This is an optimization exercise on Yosys and OpenROAD, whose aim is small area, a short achievable clock period and few clock cycles, not a production implementation.
Function was checked by simulation only, so behaviour that the tests miss may differ from the original.

Setup of oak:
## GAN_shared_hw
module GAN_shared_hw (x1, x2, x3, x4,
                     w_l1_11, w_l1_12, w_l1_13, w_l1_14, w_l1_21, w_l1_22, w_l1_23, w_l1_24, w_l1_31, w_l1_32, w_l1_33, w_l1_34, w_l1_41, w_l1_42, w_l1_43, w_l1_44, b_l1_1, b_l1_2, b_l1_3, b_l1_4,
                     w_l2_11, w_l2_12, w_l2_21, w_l2_22, w_l2_31, w_l2_32, w_l2_41, w_l2_42, b_l2_1, b_l2_2,
                     w_l3_11, w_l3_21, b_l3_1,
                     w_l4_11, b_l4_1,
                     w_l5_11, b_l5_1,
                     w_l6_11, w_l6_12, b_l6_1, b_l6_2,
                     w_l7_11, w_l7_12, w_l7_13, w_l7_14, w_l7_21, w_l7_22, w_l7_23, w_l7_24, b_l7_1, b_l7_2, b_l7_3, b_l7_4,
                     w_l8_11, w_l8_12, w_l8_13, w_l8_14, w_l8_21, w_l8_22, w_l8_23, w_l8_24, w_l8_31, w_l8_32, w_l8_33, w_l8_34, w_l8_41, w_l8_42, w_l8_43, w_l8_44, b_l8_1, b_l8_2, b_l8_3, b_l8_4,
                     f1, f2, f3, f4, Done, Start, Reset, Clock);
For scale: about 5,100 cells after synthesis, about 590 I/O pins.
Settings: LEC_CHECK=0, ABC_CLOCK_PERIOD_IN_PS=4000, CAP_MARGIN=20, CORE_MARGIN=2, CORE_UTILIZATION=40, SETUP_SLACK_MARGIN=5, SLEW_MARGIN=60; clock period 12.5 ns.
run.sh (not shown) runs the stock make flow with config.mk's settings and CLKGATE_MAP_FILE= SYNTH_SCRIPT=/design/flow/synth_recipe.tcl, a recipe that flattens the netlist after the stock synthesis.
Testbench counts of oak, summed over its fixed seeds: cycles 4,160.
What pine does differently from oak at the input level:
- ABC_CLOCK_PERIOD_IN_PS: 4000 -> unset
- SETUP_SLACK_MARGIN: 5 -> unset
==> flow/flow/run.sh (new file) <==
#!/bin/bash
set -euo pipefail
bash standard.sh SETUP_SLACK_MARGIN=7 finish > standard_flow.log 2>&1
==> flow/standard.sh (new file) <==
#!/bin/bash
# synth_recipe.tcl (not shown) runs the flow's synth.tcl, then flattens the netlist and writes it again
# the make line also repeats each setting of config.mk as NAME=value (left out here)
make -C /OpenROAD-flow-scripts/flow DESIGN_CONFIG=/design/flow/config.mk WORK_HOME=/design/flow/orfs CLKGATE_MAP_FILE= SYNTH_SCRIPT=/design/flow/synth_recipe.tcl "${@:-finish}"
removed: flow/run.sh
Results
[pine] met1 wire length rose 5.2% relative to oak
Against oak, pine comes in 570 ps lower on final critical delay including setup and external delays.
Across both runs, least setup slack across all paths after layout was higher for pine than for oak.
Cells: pine has more instances than oak
Comparing pine and oak, the higher routed wire length was measured on pine.
> inputs changed (pine -> birch)
- SETUP_SLACK_MARGIN now 5, previously not set
==> flow/flow/run.sh <==
#!/bin/bash
# The standard layout (synthesis included), with the port buffers made
# of the smallest buffer cell.
set -euo pipefail
export BUFFER_PORTS_ARGS="-buffer_cell sky130_fd_sc_hd__buf_1"
bash standard.sh finish > standard_flow.log 2>&1
Notes after the runs:
- Against pine, final area in birch fell by more than 10%.
- Taking birch over pine, the number of gates on the worst path with buffers counted ratio works out to 1.10.
- birch has multi-input logic cell count below what pine had.
- Looking only at fraction of layout cells with a size suffix above 1, and setting everything else aside, the higher value of pine and birch goes to pine.
- The final critical-path required period in birch sits 640 ps above the value recorded for pine.
- Clock skew is higher on pine
- Higher signed area change from the synthesized netlist to the final layout goes to pine over birch.
- Of the two candidates, pine has the better HPWL reported at the end of detailed placement and birch the worse one.


GAN_shared_hw, a different RTL version from the one above (not shown whole).
For scale: about 4400 cells after synthesis, roughly 590 I/O pins, ~0.053 mm2 of cells after synthesis.
## GAN_shared_hw
module GAN_shared_hw (x1, x2, x3, x4,
                     w_l1_11, w_l1_12, w_l1_13, w_l1_14, w_l1_21, w_l1_22, w_l1_23, w_l1_24, w_l1_31, w_l1_32, w_l1_33, w_l1_34, w_l1_41, w_l1_42, w_l1_43, w_l1_44, b_l1_1, b_l1_2, b_l1_3, b_l1_4,
                     w_l2_11, w_l2_12, w_l2_21, w_l2_22, w_l2_31, w_l2_32, w_l2_41, w_l2_42, b_l2_1, b_l2_2,
                     w_l3_11, w_l3_21, b_l3_1,
                     w_l4_11, b_l4_1,
                     w_l5_11, b_l5_1,
                     w_l6_11, w_l6_12, b_l6_1, b_l6_2,
                     w_l7_11, w_l7_12, w_l7_13, w_l7_14, w_l7_21, w_l7_22, w_l7_23, w_l7_24, b_l7_1, b_l7_2, b_l7_3, b_l7_4,
                     w_l8_11, w_l8_12, w_l8_13, w_l8_14, w_l8_21, w_l8_22, w_l8_23, w_l8_24, w_l8_31, w_l8_32, w_l8_33, w_l8_34, w_l8_41, w_l8_42, w_l8_43, w_l8_44, b_l8_1, b_l8_2, b_l8_3, b_l8_4,
                     f1, f2, f3, f4, Done, Start, Reset, Clock);
export LEC_CHECK = 0
export CAP_MARGIN = 20
export CORE_MARGIN = 2
export CORE_UTILIZATION = 70
export CTS_BUF_LIST = sky130_fd_sc_hd__clkbuf_8
export SLEW_MARGIN = 60
export SYNTH_HIERARCHICAL = 1
create_clock -name core_clock -period 12.5 [get_ports {Clock}]
standard.sh (not shown) runs the stock make flow with config.mk's settings and CLKGATE_MAP_FILE= SYNTH_SCRIPT=/design/flow/synth_recipe.tcl, a recipe that flattens the netlist after the stock synthesis.
==> flow/flow/run.sh <==
#!/bin/bash
set -euo pipefail
export BUFFER_PORTS_ARGS="-buffer_cell sky130_fd_sc_hd__buf_1"
bash standard.sh SETUP_SLACK_MARGIN=6 finish > standard_flow.log 2>&1
Testbench counts at the start, summed over its fixed seeds: cycles 4,160.
==> next run, changes <==
==> flow/flow/run.sh (replaced) <==
#!/bin/bash
# The standard layout (synthesis included), with the port buffers made
# of the smallest buffer cell.
set -euo pipefail
export BUFFER_PORTS_ARGS="-buffer_cell sky130_fd_sc_hd__buf_1"
bash standard.sh finish > standard_flow.log 2>&1
CORE_UTILIZATION = 40   (was 70)
CTS_BUF_LIST = default   (was sky130_fd_sc_hd__clkbuf_8)
SETUP_SLACK_MARGIN = 5   (was default)
Effect: The changed run went through all stages and came out clean; worst setup slack gets better by 0.46 ns; cell count increases by 9.0%; count of clock-buffer cells in the layout falls by 9; routed wire length came out lower by 11%; critical path depth grows by 1; via count shrinks by 15%; register-to-register slack gets better by 0.46 ns.
==> next run, changes <==
CORE_UTILIZATION = 60   (was 40)
CTS_BUF_LIST = sky130_fd_sc_hd__clkbuf_8   (was default)
- final cell count came out lower by 7.4%
- core utilization came out higher by 22 points
- sequential share of layout area came out higher by 0.47 points
- setup slack got worse by 0.19 ns
- global-route usage came out higher by 15 points

re-timing with driven ports:
Ports are ideal in the flow. The routed layouts listed here were re-timed in OpenROAD.
Step 1 assumes that a clkbuf_16 drives the clock port and a buf_2 every other input.
Step 2 also shifts input and output timing later by t, the mid clock arrival at the registers, as if the neighbouring blocks saw the same clock.
Slacks: no drivers / after step 1 / after step 2; pairs: no drivers / after step 1.
| run | shift t [ns] | setup slack, ns | hold WS [ns] | worst setup path after step 2 |
|---|---|---|---|---|
| oak | 0.715 | 5.383 / 5.383 / 5.383 | 0.552 / 0.552 / 0.552 | register to register |
| pine | 0.740 | 5.951 / 5.951 / 5.951 | 0.542 / 0.542 / 0.542 | register to register |
| birch | 0.736 | 5.314 / 5.314 / 5.314 | 0.579 / 0.579 / 0.579 | register to register |
| the first run of note 2 | 0.848 | 4.881 / 4.881 / 4.881 | 0.555 / 0.555 / 0.555 | register to register |
| the second run of note 2 | 0.760 | 5.337 / 5.337 / 5.337 | 0.544 / 0.544 / 0.544 | register to register |
| the third run of note 2 | 0.833 | 5.145 / 5.145 / 5.145 | 0.525 / 0.525 / 0.525 | register to register |
After both steps setup and hold are still met in every run listed.
